This design comes from an exercise in tuning for small area and a short achievable clock period on the open sky130 flow, not from production work.
RTL that was checked went through simulation tests only; none was proved equivalent to the original.
Power figures rest on the tool's default switching activity, not on a simulated workload.

== P ==
==> flow/design.v (excerpt) <==
module hft_fpga_low_latency(
    input wire core_clk,
    input wire reset,
    input wire cfg_we,
    input wire [1:0] cfg_addr,
    input wire [31:0] cfg_wdata,
    input wire [63:0] raw_market_data,
    input wire raw_valid,
    output wire [127:0] mg_tx_data,
    output wire mg_tx_valid
    );
export LEC_CHECK = 0
export ABC_AREA = 1
export CAP_MARGIN = 20
export CORE_MARGIN = 2
export CORE_UTILIZATION = 50
export CTS_BUF_LIST = sky130_fd_sc_hd__clkbuf_4 sky130_fd_sc_hd__clkbuf_8
export SETUP_SLACK_MARGIN = 2.22
export SLEW_MARGIN = 20
create_clock -name core_clock -period 4.0 [get_ports {core_clk}]
standard.sh (not shown) runs the stock make flow with config.mk's settings and CLKGATE_MAP_FILE= SYNTH_SCRIPT=/design/flow/synth_recipe.tcl, a recipe that flattens the netlist after the stock synthesis.
==> flow/flow/run.sh <==
#!/bin/bash
set -euo pipefail
cts_bufs=$(sed -n 's/^export CTS_BUF_LIST *= *//p' config.mk)
bash standard.sh synth > synth.log 2>&1
bash standard.sh finish \
  BUFFER_PORTS_ARGS="-buffer_cell sky130_fd_sc_hd__buf_1" \
  SKIP_REPAIR_TIE_FANOUT=1 \
  CTS_ARGS="-sink_clustering_enable -repair_clock_nets -dont_use_dummy_load -root_buf sky130_fd_sc_hd__clkbuf_16 -buf_list {$cts_bufs}" \
  > layout.log 2>&1
Testbench counts of P, summed over its fixed seeds: latency cycles 3,243, orders 3,243.
Relative to P, the following input files were edited for Q:
Settings: CTS_BUF_LIST now sky130_fd_sc_hd__clkbuf_8 sky130_fd_sc_hd__clkbuf_16, was sky130_fd_sc_hd__clkbuf_4 sky130_fd_sc_hd__clkbuf_8; SETUP_SLACK_MARGIN now 2.2, was 2.22; CORE_UTILIZATION now 40, was 50; CTS_CLUSTER_SIZE now 30, previously not set.
diff --git a/flow/flow/run.sh b/flow/flow/run.sh
--- a/flow/flow/run.sh
+++ b/flow/flow/run.sh
@@ -8 +8 @@
-  CTS_ARGS="-sink_clustering_enable -repair_clock_nets -dont_use_dummy_load -root_buf sky130_fd_sc_hd__clkbuf_16 -buf_list {$cts_bufs}" \
+  CTS_ARGS="-sink_clustering_enable -repair_clock_nets -dont_use_dummy_load -buf_list {$cts_bufs}" \
[summary]
The final layout from Q, which completed every stage, passed the timing, DRC and antenna checks at the end of the flow. Going from P to Q, routed wire length grows by 2.2%. Between Q and P, the weighted congestion reported at the end of routability-driven placement figures differ only marginally. Total leakage power up 0.12 nW in Q wrt P. Starting density of the core in Q vs P: down 9.9 points.
Input changes introduced in R (baseline for comparison: Q):
Settings: CTS_BUF_LIST: sky130_fd_sc_hd__clkbuf_8 sky130_fd_sc_hd__clkbuf_16 -> sky130_fd_sc_hd__clkbuf_4 sky130_fd_sc_hd__clkbuf_8; SETUP_SLACK_MARGIN: 2.2 -> 2.1; CTS_CLUSTER_SIZE: 30 -> unset.
==> run notes <==
Taking Q as the reference, in R multi-input logic portion of the cell area shows an increase of 1.2 points; power density over cell area shows a reduction of 32 nW/um^2; non-filler instance count after layout shows a reduction of about 0.7%. R: detailed-route wire length per cell lower than Q. Comparing R with Q, the required time at the worst-slack endpoint came out essentially unchanged. Compared to Q, the routing of R uses less wire. Count of plain and timing-repair buffers: Q and R compared, higher one is Q.
> inputs changed (R -> S)
Settings: SETUP_SLACK_MARGIN: 2.1 -> 2.15; CORE_UTILIZATION: 40 -> 55.
[summary]
- Run comparison: R worst setup path endpoint mg_tx_data[113]; S worst setup path endpoint mg_tx_valid
- Looking at number of cells upsized or downsized after cts, S sits 7 above R.
- Diff R -> S | actual slew at the worst max-slew pin | decrease of 0.026 ns
- S vs R on fraction of power consumed by the clock network: S is the lower one.
- The number of vias per cell after detailed routing reported for S is greater than that of R by 0.21.
- Share of synthesized registers carrying an async set or reset: R vs S identical
- Design area improves in S relative to R.
- S ended with less row count than R.
- Between R and S, the internal power component figures differ only marginally.
- Layout cell share with drive strength beyond 1, R and S: smaller value in R
- Instance area after placement, R and S: smaller value in S
- Layout overhead on the synthesized area delta for S relative to R: 0.49 points lower
Modified inputs, T compared to S
Settings: CORE_UTILIZATION changed from 55 to 40.
==> run notes <==
- In the flow results for S and T, the total power is smaller on S.
- Re leakage dissipation: S and T aren't equal, and the lower value belongs to S.
- On T: number of gates resized after CTS is 9 higher than what S gave.
- T reports a lower global-route usage than S does.
- Against S as the reference, T delivers a lower starting density of the core.
- Between T and S, the clock edge transition at the registers on the reported setup and hold paths figures differ only marginally.

========
## v45
hft_fpga_low_latency again, from the RTL that the note above started with.
==> flow/config.mk <==
export PLATFORM = sky130hd
export DESIGN_NAME = hft_fpga_low_latency
export DESIGN_NICKNAME = hft_fpga_low_latency
export VERILOG_FILES = /design/flow/design.v
export SDC_FILE = /design/flow/constraint.sdc
export NUM_CORES = 4
export LEC_CHECK = 0
export ABC_AREA = 1
export CAP_MARGIN = 20
export CORE_MARGIN = 2
export CORE_UTILIZATION = 40
export CTS_BUF_LIST = sky130_fd_sc_hd__clkbuf_4 sky130_fd_sc_hd__clkbuf_8
export CTS_CLUSTER_DIAMETER = 80
export CTS_CLUSTER_SIZE = 20
export SETUP_SLACK_MARGIN = 2.22
export SLEW_MARGIN = 20
==> flow/constraint.sdc <==
create_clock -name core_clock -period 4.0 [get_ports {core_clk}]
set_input_delay 0.8000 -clock core_clock [delete_from_list [all_inputs] [get_ports {core_clk}]]
set_output_delay 0.8000 -clock core_clock [all_outputs]
set_load 0.01 [all_outputs]
==> flow/flow/run.sh <==
#!/bin/bash
set -euo pipefail
cts_bufs=$(sed -n 's/^export CTS_BUF_LIST *= *//p' config.mk)
cts_size=$(sed -n 's/^export CTS_CLUSTER_SIZE *= *//p' config.mk)
cts_diam=$(sed -n 's/^export CTS_CLUSTER_DIAMETER *= *//p' config.mk)
cts_more=""
if [[ -n "$cts_size" ]]; then cts_more="$cts_more -sink_clustering_size $cts_size"; fi
if [[ -n "$cts_diam" ]]; then cts_more="$cts_more -sink_clustering_max_diameter $cts_diam"; fi
bash standard.sh synth > synth.log 2>&1
bash standard.sh finish \
  BUFFER_PORTS_ARGS="-buffer_cell sky130_fd_sc_hd__buf_1" \
  SKIP_REPAIR_TIE_FANOUT=1 \
  CTS_ARGS="-sink_clustering_enable -repair_clock_nets -dont_use_dummy_load -root_buf sky130_fd_sc_hd__clkbuf_16 -buf_list {$cts_bufs}$cts_more" \
  > layout.log 2>&1
Testbench counts of v45, summed over its fixed seeds: latency cycles 3,243, orders 3,243.
Inputs modified between v45 and v49:
# v45
export LEC_CHECK = 0
export ABC_AREA = 1
export CAP_MARGIN = 20
export CORE_MARGIN = 2
export CORE_UTILIZATION = 40
export CTS_BUF_LIST = sky130_fd_sc_hd__clkbuf_4 sky130_fd_sc_hd__clkbuf_8
export CTS_CLUSTER_DIAMETER = 80
export CTS_CLUSTER_SIZE = 20
export SETUP_SLACK_MARGIN = 2.22
export SLEW_MARGIN = 20
create_clock -name core_clock -period 4.0 [get_ports {core_clk}]
# v49
export LEC_CHECK = 0
export ABC_AREA = 1
export CAP_MARGIN = 20
export CORE_MARGIN = 2
export CORE_UTILIZATION = 65
export CTS_BUF_LIST = sky130_fd_sc_hd__clkbuf_4 sky130_fd_sc_hd__clkbuf_8
export SETUP_SLACK_MARGIN = 2.18
export SLEW_MARGIN = 20
create_clock -name core_clock -period 4.0 [get_ports {core_clk}]
==> flow/flow/run.sh <==
#!/bin/bash
set -euo pipefail
cts_bufs=$(sed -n 's/^export CTS_BUF_LIST *= *//p' config.mk)
bash standard.sh synth > synth.log 2>&1
bash standard.sh finish \
  BUFFER_PORTS_ARGS="-buffer_cell sky130_fd_sc_hd__buf_1" \
  SKIP_REPAIR_TIE_FANOUT=1 \
  CTS_ARGS="-sink_clustering_enable -repair_clock_nets -dont_use_dummy_load -buf_list {$cts_bufs}" \
  > layout.log 2>&1
## What came out
- Lower fraction of power consumed by combinational cells goes to v45 over v49.
- Delta (v49 minus v45): depth of the critical timing path with buffers and inverters included has increased, growth of design area from synthesis to finish now smaller, worst hold slack decreased by 0.047 ns relative to the old numbers, worst setup slack has decreased, final area now sits lower.
- v49 ended up with risk_min_n[26] as its critical path endpoint; v45 ended up with mg_tx_data[105].
Here is what was changed in the inputs of v30 compared with v49.
# v49
export LEC_CHECK = 0
export ABC_AREA = 1
export CAP_MARGIN = 20
export CORE_MARGIN = 2
export CORE_UTILIZATION = 65
export CTS_BUF_LIST = sky130_fd_sc_hd__clkbuf_4 sky130_fd_sc_hd__clkbuf_8
export SETUP_SLACK_MARGIN = 2.18
export SLEW_MARGIN = 20
create_clock -name core_clock -period 4.0 [get_ports {core_clk}]
# v30
export LEC_CHECK = 0
export ABC_AREA = 1
export CAP_MARGIN = 20
export CORE_MARGIN = 2
export CORE_UTILIZATION = 40
export CTS_BUF_LIST = sky130_fd_sc_hd__clkbuf_4 sky130_fd_sc_hd__clkbuf_8
export SETUP_SLACK_MARGIN = 2.25
export SLEW_MARGIN = 20
create_clock -name core_clock -period 4.0 [get_ports {core_clk}]
==> flow/flow/run.sh <==
#!/bin/bash
# Standard ORFS layout, with plain buf_1 cells as the port buffers
# (the default port buffer is a 10 um2 delay buffer) and one tie cell per
# constant value instead of one per constant output.
set -euo pipefail
bash standard.sh synth > synth.log 2>&1
bash standard.sh finish BUFFER_PORTS_ARGS="-buffer_cell sky130_fd_sc_hd__buf_1" SKIP_REPAIR_TIE_FANOUT=1 > layout.log 2>&1
- The flow did not stop early for v30: all stages ran, and the layout cleared the timing, DRC and antenna checks.
- Cell type of the slowest stage on the worst timing path: sky130_fd_sc_hd__dfrtp_1 -> v30, sky130_fd_sc_hd__nor3_1 -> v49
- Diff v30 and v49: proportion of power drawn by the clock network lower in v49
- Run comparison: v30 path category of the worst min-delay check in -> async; v49 path category of the worst min-delay check in -> reg
- Changes observed in v30 relative to v49: number of global-route vias before repair about even, met1 capacity usage during global routing fell 9.1 points.
Edits applied to the flow inputs when going from v30 to v14:
# v30
export LEC_CHECK = 0
export ABC_AREA = 1
export CAP_MARGIN = 20
export CORE_MARGIN = 2
export CORE_UTILIZATION = 40
export CTS_BUF_LIST = sky130_fd_sc_hd__clkbuf_4 sky130_fd_sc_hd__clkbuf_8
export SETUP_SLACK_MARGIN = 2.25
export SLEW_MARGIN = 20
create_clock -name core_clock -period 4.0 [get_ports {core_clk}]
# v14
export LEC_CHECK = 0
export ABC_AREA = 1
export CAP_MARGIN = 20
export CORE_MARGIN = 2
export CORE_UTILIZATION = 40
export CTS_BUF_LIST = sky130_fd_sc_hd__clkbuf_4 sky130_fd_sc_hd__clkbuf_8
export CTS_CLUSTER_DIAMETER = 50
export SETUP_SLACK_MARGIN = 2.22
export SLEW_MARGIN = 20
create_clock -name core_clock -period 4.0 [get_ports {core_clk}]
==> flow/flow/run.sh <==
#!/bin/bash
set -euo pipefail
cts_bufs=$(sed -n 's/^export CTS_BUF_LIST *= *//p' config.mk)
cts_size=$(sed -n 's/^export CTS_CLUSTER_SIZE *= *//p' config.mk)
cts_diam=$(sed -n 's/^export CTS_CLUSTER_DIAMETER *= *//p' config.mk)
cts_more=""
if [[ -n "$cts_size" ]]; then cts_more="$cts_more -sink_clustering_size $cts_size"; fi
if [[ -n "$cts_diam" ]]; then cts_more="$cts_more -sink_clustering_max_diameter $cts_diam"; fi
bash standard.sh synth > synth.log 2>&1
bash standard.sh finish \
  BUFFER_PORTS_ARGS="-buffer_cell sky130_fd_sc_hd__buf_1" \
  SKIP_REPAIR_TIE_FANOUT=1 \
  CTS_ARGS="-sink_clustering_enable -repair_clock_nets -dont_use_dummy_load -root_buf sky130_fd_sc_hd__clkbuf_16 -buf_list {$cts_bufs}$cts_more" \
  > layout.log 2>&1
Notes after the runs:
The flow did not stop early for v14: all stages ran, and the layout cleared the timing, DRC and antenna checks. reg -> reg as the worst hold path class was reported by v14, and in -> async by v30. Relative to v30, count of filler cells inserted in the layout has increased by 148 in v14. Between v30 and v14, the post-placement cell count figures differ only marginally. Diff v30..v14 | post-synthesis cell area | unchanged. The share of the clock period used by the worst path reported for v14 is smaller than that of v30 by 1.1 points.

========
job 3156:
Another version of the RTL of hft_fpga_low_latency (not shown whole).
For scale: ~230 I/O pins.
==> flow/config.mk <==
export PLATFORM = sky130hd
export DESIGN_NAME = hft_fpga_low_latency
export DESIGN_NICKNAME = hft_fpga_low_latency
export VERILOG_FILES = /design/flow/design.v
export SDC_FILE = /design/flow/constraint.sdc
export NUM_CORES = 4
export LEC_CHECK = 0
export ABC_AREA = 1
export CAP_MARGIN = 20
export CORE_MARGIN = 2
export CORE_UTILIZATION = 40
export CTS_BUF_LIST = sky130_fd_sc_hd__clkbuf_4 sky130_fd_sc_hd__clkbuf_8
export SETUP_SLACK_MARGIN = 2.15
export SLEW_MARGIN = 20
==> flow/constraint.sdc <==
create_clock -name core_clock -period 4.0 [get_ports {core_clk}]
set_input_delay 0.8000 -clock core_clock [delete_from_list [all_inputs] [get_ports {core_clk}]]
set_output_delay 0.8000 -clock core_clock [all_outputs]
set_load 0.01 [all_outputs]
==> flow/flow/run.sh <==
#!/bin/bash
# Standard ORFS layout, with plain buf_1 cells as the port buffers
# (the default port buffer is a 10 um2 delay buffer).
set -euo pipefail
bash standard.sh synth > synth.log 2>&1
bash standard.sh finish BUFFER_PORTS_ARGS="-buffer_cell sky130_fd_sc_hd__buf_1" > layout.log 2>&1
The following lists how job 4908 was set up differently from job 3156:
Settings: CORE_UTILIZATION changed from 40 to 65.
==> flow/flow/run.sh <==
#!/bin/bash
# Standard ORFS layout, with plain buf_1 cells as the port buffers
# (the default port buffer is a 10 um2 delay buffer) and one tie cell per
# constant value instead of one per constant output.
set -euo pipefail
bash standard.sh synth > synth.log 2>&1
bash standard.sh finish BUFFER_PORTS_ARGS="-buffer_cell sky130_fd_sc_hd__buf_1" SKIP_REPAIR_TIE_FANOUT=1 > layout.log 2>&1
[summary]
- From job 3156 to job 4908 the numbers moved as follows: final core area utilization moved up; x dimension of the die moved down; aggregate global-route resource usage moved up; core box area moved down.
The inputs of job 5564 differ from those of job 4908 as listed below.
Settings: CORE_UTILIZATION: 65 -> 40.
## What came out
| buffer count excluding the clock tree in the final layout | job 5564 vs job 4908 | about 1.8% higher |
Final worst slack, job 4908 and job 5564: higher on job 5564
Biggest cell delay along the critical path: job 4908 vs job 5564 — no meaningful difference
Function was not checked in any run of this note: the RTL went through the layout flow alone.

========
The RTL this note starts from:
==> flow/design.v <==
`timescale 1ns / 1ps
module ucmp_lt #(
    parameter W = 32
    ) (
    input wire [W-1:0] a,
    input wire [W-1:0] b,
    output wire lt
    );
    localparam L = $clog2(W);
    wire [W-1:0] l [0:L];    
    wire [W-1:0] g [0:L];    
    assign l[0] = ~a & b;
    assign g[0] = a & ~b;
    genvar k, i;
    generate
        for (k = 1; k <= L; k = k + 1) begin : lvl
            for (i = 0; i < (W >> k); i = i + 1) begin : node
                assign l[k][i] = l[k-1][2*i+1] | (~g[k-1][2*i+1] & l[k-1][2*i]);
                assign g[k][i] = g[k-1][2*i+1] | (~l[k-1][2*i+1] & g[k-1][2*i]);
            end
            assign l[k][W-1:(W >> k)] = {(W - (W >> k)){1'b0}};
            assign g[k][W-1:(W >> k)] = {(W - (W >> k)){1'b0}};
        end
    endgenerate
    assign lt = l[L][0];
endmodule
`timescale 1ns / 1ps
module hft_fpga_low_latency(
    input wire core_clk,
    input wire reset,
    input wire cfg_we,
    input wire [1:0] cfg_addr,
    input wire [31:0] cfg_wdata,
    input wire [63:0] raw_market_data,
    input wire raw_valid,
    output wire [127:0] mg_tx_data,
    output wire mg_tx_valid
    );
    reg [31:0] trading_threshold;
    reg [31:0] risk_min;
    reg [31:0] risk_max;
    always @(posedge core_clk) begin
        if (reset) begin
            trading_threshold <= 32'd1000;
            risk_min <= 32'd1000;
            risk_max <= 32'd5000;
        end else if (cfg_we) begin
            case (cfg_addr)
                2'd0: trading_threshold <= cfg_wdata;
                2'd1: risk_min <= cfg_wdata;
                2'd2: risk_max <= cfg_wdata;
                default: ;
            endcase
        end
    end
    wire [31:0] price = raw_market_data[31:0];
    wire below_threshold;    
    wire below_min;          
    wire above_max;          
    ucmp_lt #(.W(32)) u_cmp_thr (.a(price), .b(trading_threshold), .lt(below_threshold));
    ucmp_lt #(.W(32)) u_cmp_min (.a(price), .b(risk_min), .lt(below_min));
    ucmp_lt #(.W(32)) u_cmp_max (.a(risk_max), .b(price), .lt(above_max));
    wire approve = raw_valid && (raw_market_data[63:56] == 8'h01) &&
                   below_threshold && !below_min && !above_max;
    reg [55:0] order_data;
    always @(posedge core_clk) begin
        order_data <= raw_market_data[55:0];
    end
    reg [31:0] order_seq;
    reg order_valid;
    wire [31:0] seq_ones_below;
    assign seq_ones_below[0] = 1'b1;
    genvar gi;
    generate
        for (gi = 1; gi < 32; gi = gi + 1) begin : g_ones
            assign seq_ones_below[gi] = &order_seq[gi-1:0];
        end
    endgenerate
    always @(posedge core_clk or posedge reset) begin
        if (reset) begin
            order_seq <= 32'd0;
            order_valid <= 1'b0;
        end else begin
            order_valid <= approve;
            order_seq <= order_seq ^ ({32{order_valid}} & seq_ones_below);
        end
    end
    assign mg_tx_data = {order_seq, 8'h01, order_data, 32'h0000_0000};
    assign mg_tx_valid = order_valid;
endmodule
export LEC_CHECK = 0
export ABC_AREA = 1
export CAP_MARGIN = 20
export CORE_MARGIN = 2
export CORE_UTILIZATION = 40
export CTS_BUF_LIST = sky130_fd_sc_hd__clkbuf_8
export CTS_CLUSTER_DIAMETER = 150
export CTS_CLUSTER_SIZE = 30
export SETUP_SLACK_MARGIN = 2.15
export SLEW_MARGIN = 20
create_clock -name core_clock -period 4.0 [get_ports {core_clk}]
==> flow/flow/run.sh <==
#!/bin/bash
# Standard ORFS layout, with plain buf_1 cells as the port buffers
# (the default port buffer is a 10 um2 delay buffer).
set -euo pipefail
bash standard.sh synth > synth.log 2>&1
bash standard.sh finish BUFFER_PORTS_ARGS="-buffer_cell sky130_fd_sc_hd__buf_1" > layout.log 2>&1
Edit:
--- a/flow/config.mk
+++ b/flow/config.mk
@@ -12,4 +12 @@
-export CTS_BUF_LIST = sky130_fd_sc_hd__clkbuf_8
-export CTS_CLUSTER_DIAMETER = 150
-export CTS_CLUSTER_SIZE = 30
-export SETUP_SLACK_MARGIN = 2.15
+export CTS_BUF_LIST = sky130_fd_sc_hd__clkbuf_4 sky130_fd_sc_hd__clkbuf_8
=> Setup slack degrades by 0.70 ns; clock-buffer cell count goes up by 3; clock power barely changes; design area goes down by 4.4%; register-to-register slack gets better by 0.08 ns; hold slack gains 0.0092 ns; wire length stays flat.
Edit:
--- a/flow/config.mk
+++ b/flow/config.mk
@@ -12,0 +13 @@
+export SETUP_SLACK_MARGIN = 2.15
Result:
- die area stays the same
- worst setup slack improved by 0.70 ns
- via count rose by 2.2%
- fmax climbs by 38%
No run of this note included a check of the RTL's function; only the layout flow was run.

==> re-timing with driven ports <==
The flow's constraints put no driver on any port. The routed layouts listed below were extracted and timed again, unchanged, in two steps.
Step 1, drivers: a clkbuf_16 drives core_clk and a buf_2 each remaining input, both assumed.
Step 2 adds t to the input delays and takes it off the output delays; t is the mean of the earliest and latest rising clock arrival at the registers after step 1. Input paths then give back, and output paths get back, about the clock's delay inside the block.
Slacks: no drivers / after step 1 / after step 2; pairs: no drivers / after step 1.
| run | t (ns) | setup slack, ns | latest minus earliest clock arrival (ns) |
|---|---|---|---|
| P | 0.414 | 2.258 / 2.216 / 1.902 | 0.030 / 0.029 |
| Q | 0.457 | 2.233 / 2.189 / 1.893 | 0.021 / 0.020 |
| R | 0.480 | 2.173 / 2.137 / 1.798 | 0.033 / 0.033 |
| S | 0.478 | 2.204 / 2.168 / 1.810 | 0.020 / 0.020 |
| T | 0.480 | 2.209 / 2.173 / 1.793 | 0.032 / 0.032 |
| v45 | 0.415 | 2.281 / 2.241 / 1.905 | 0.033 / 0.033 |
| v49 | 0.481 | 2.198 / 2.182 / 1.731 | 0.030 / 0.030 |
| v30 | 0.495 | 2.236 / 2.198 / 1.864 | 0.013 / 0.014 |
| v14 | 0.415 | 2.281 / 2.241 / 1.905 | 0.033 / 0.033 |
| job 3156 | 0.491 | 2.179 / 2.141 / 1.811 | 0.016 / 0.016 |
| job 4908 | 0.489 | 2.158 / 2.129 / 1.752 | 0.014 / 0.013 |
| job 5564 | 0.492 | 2.181 / 2.145 / 1.808 | 0.015 / 0.015 |
| the first run of note 4 | 0.503 | 2.134 / 2.094 / 1.797 | 0.022 / 0.022 |
| the second run of note 4 | 0.492 | 1.432 / 1.448 / 0.956 | 0.016 / 0.017 |
| the third run of note 4 | 0.503 | 2.134 / 2.094 / 1.797 | 0.022 / 0.022 |
After both steps setup and hold are still met in every run listed. For the second run of note 4, which loses most, drivers alone change the setup slack by +0.016 ns; drivers and shift together by -0.476 ns.
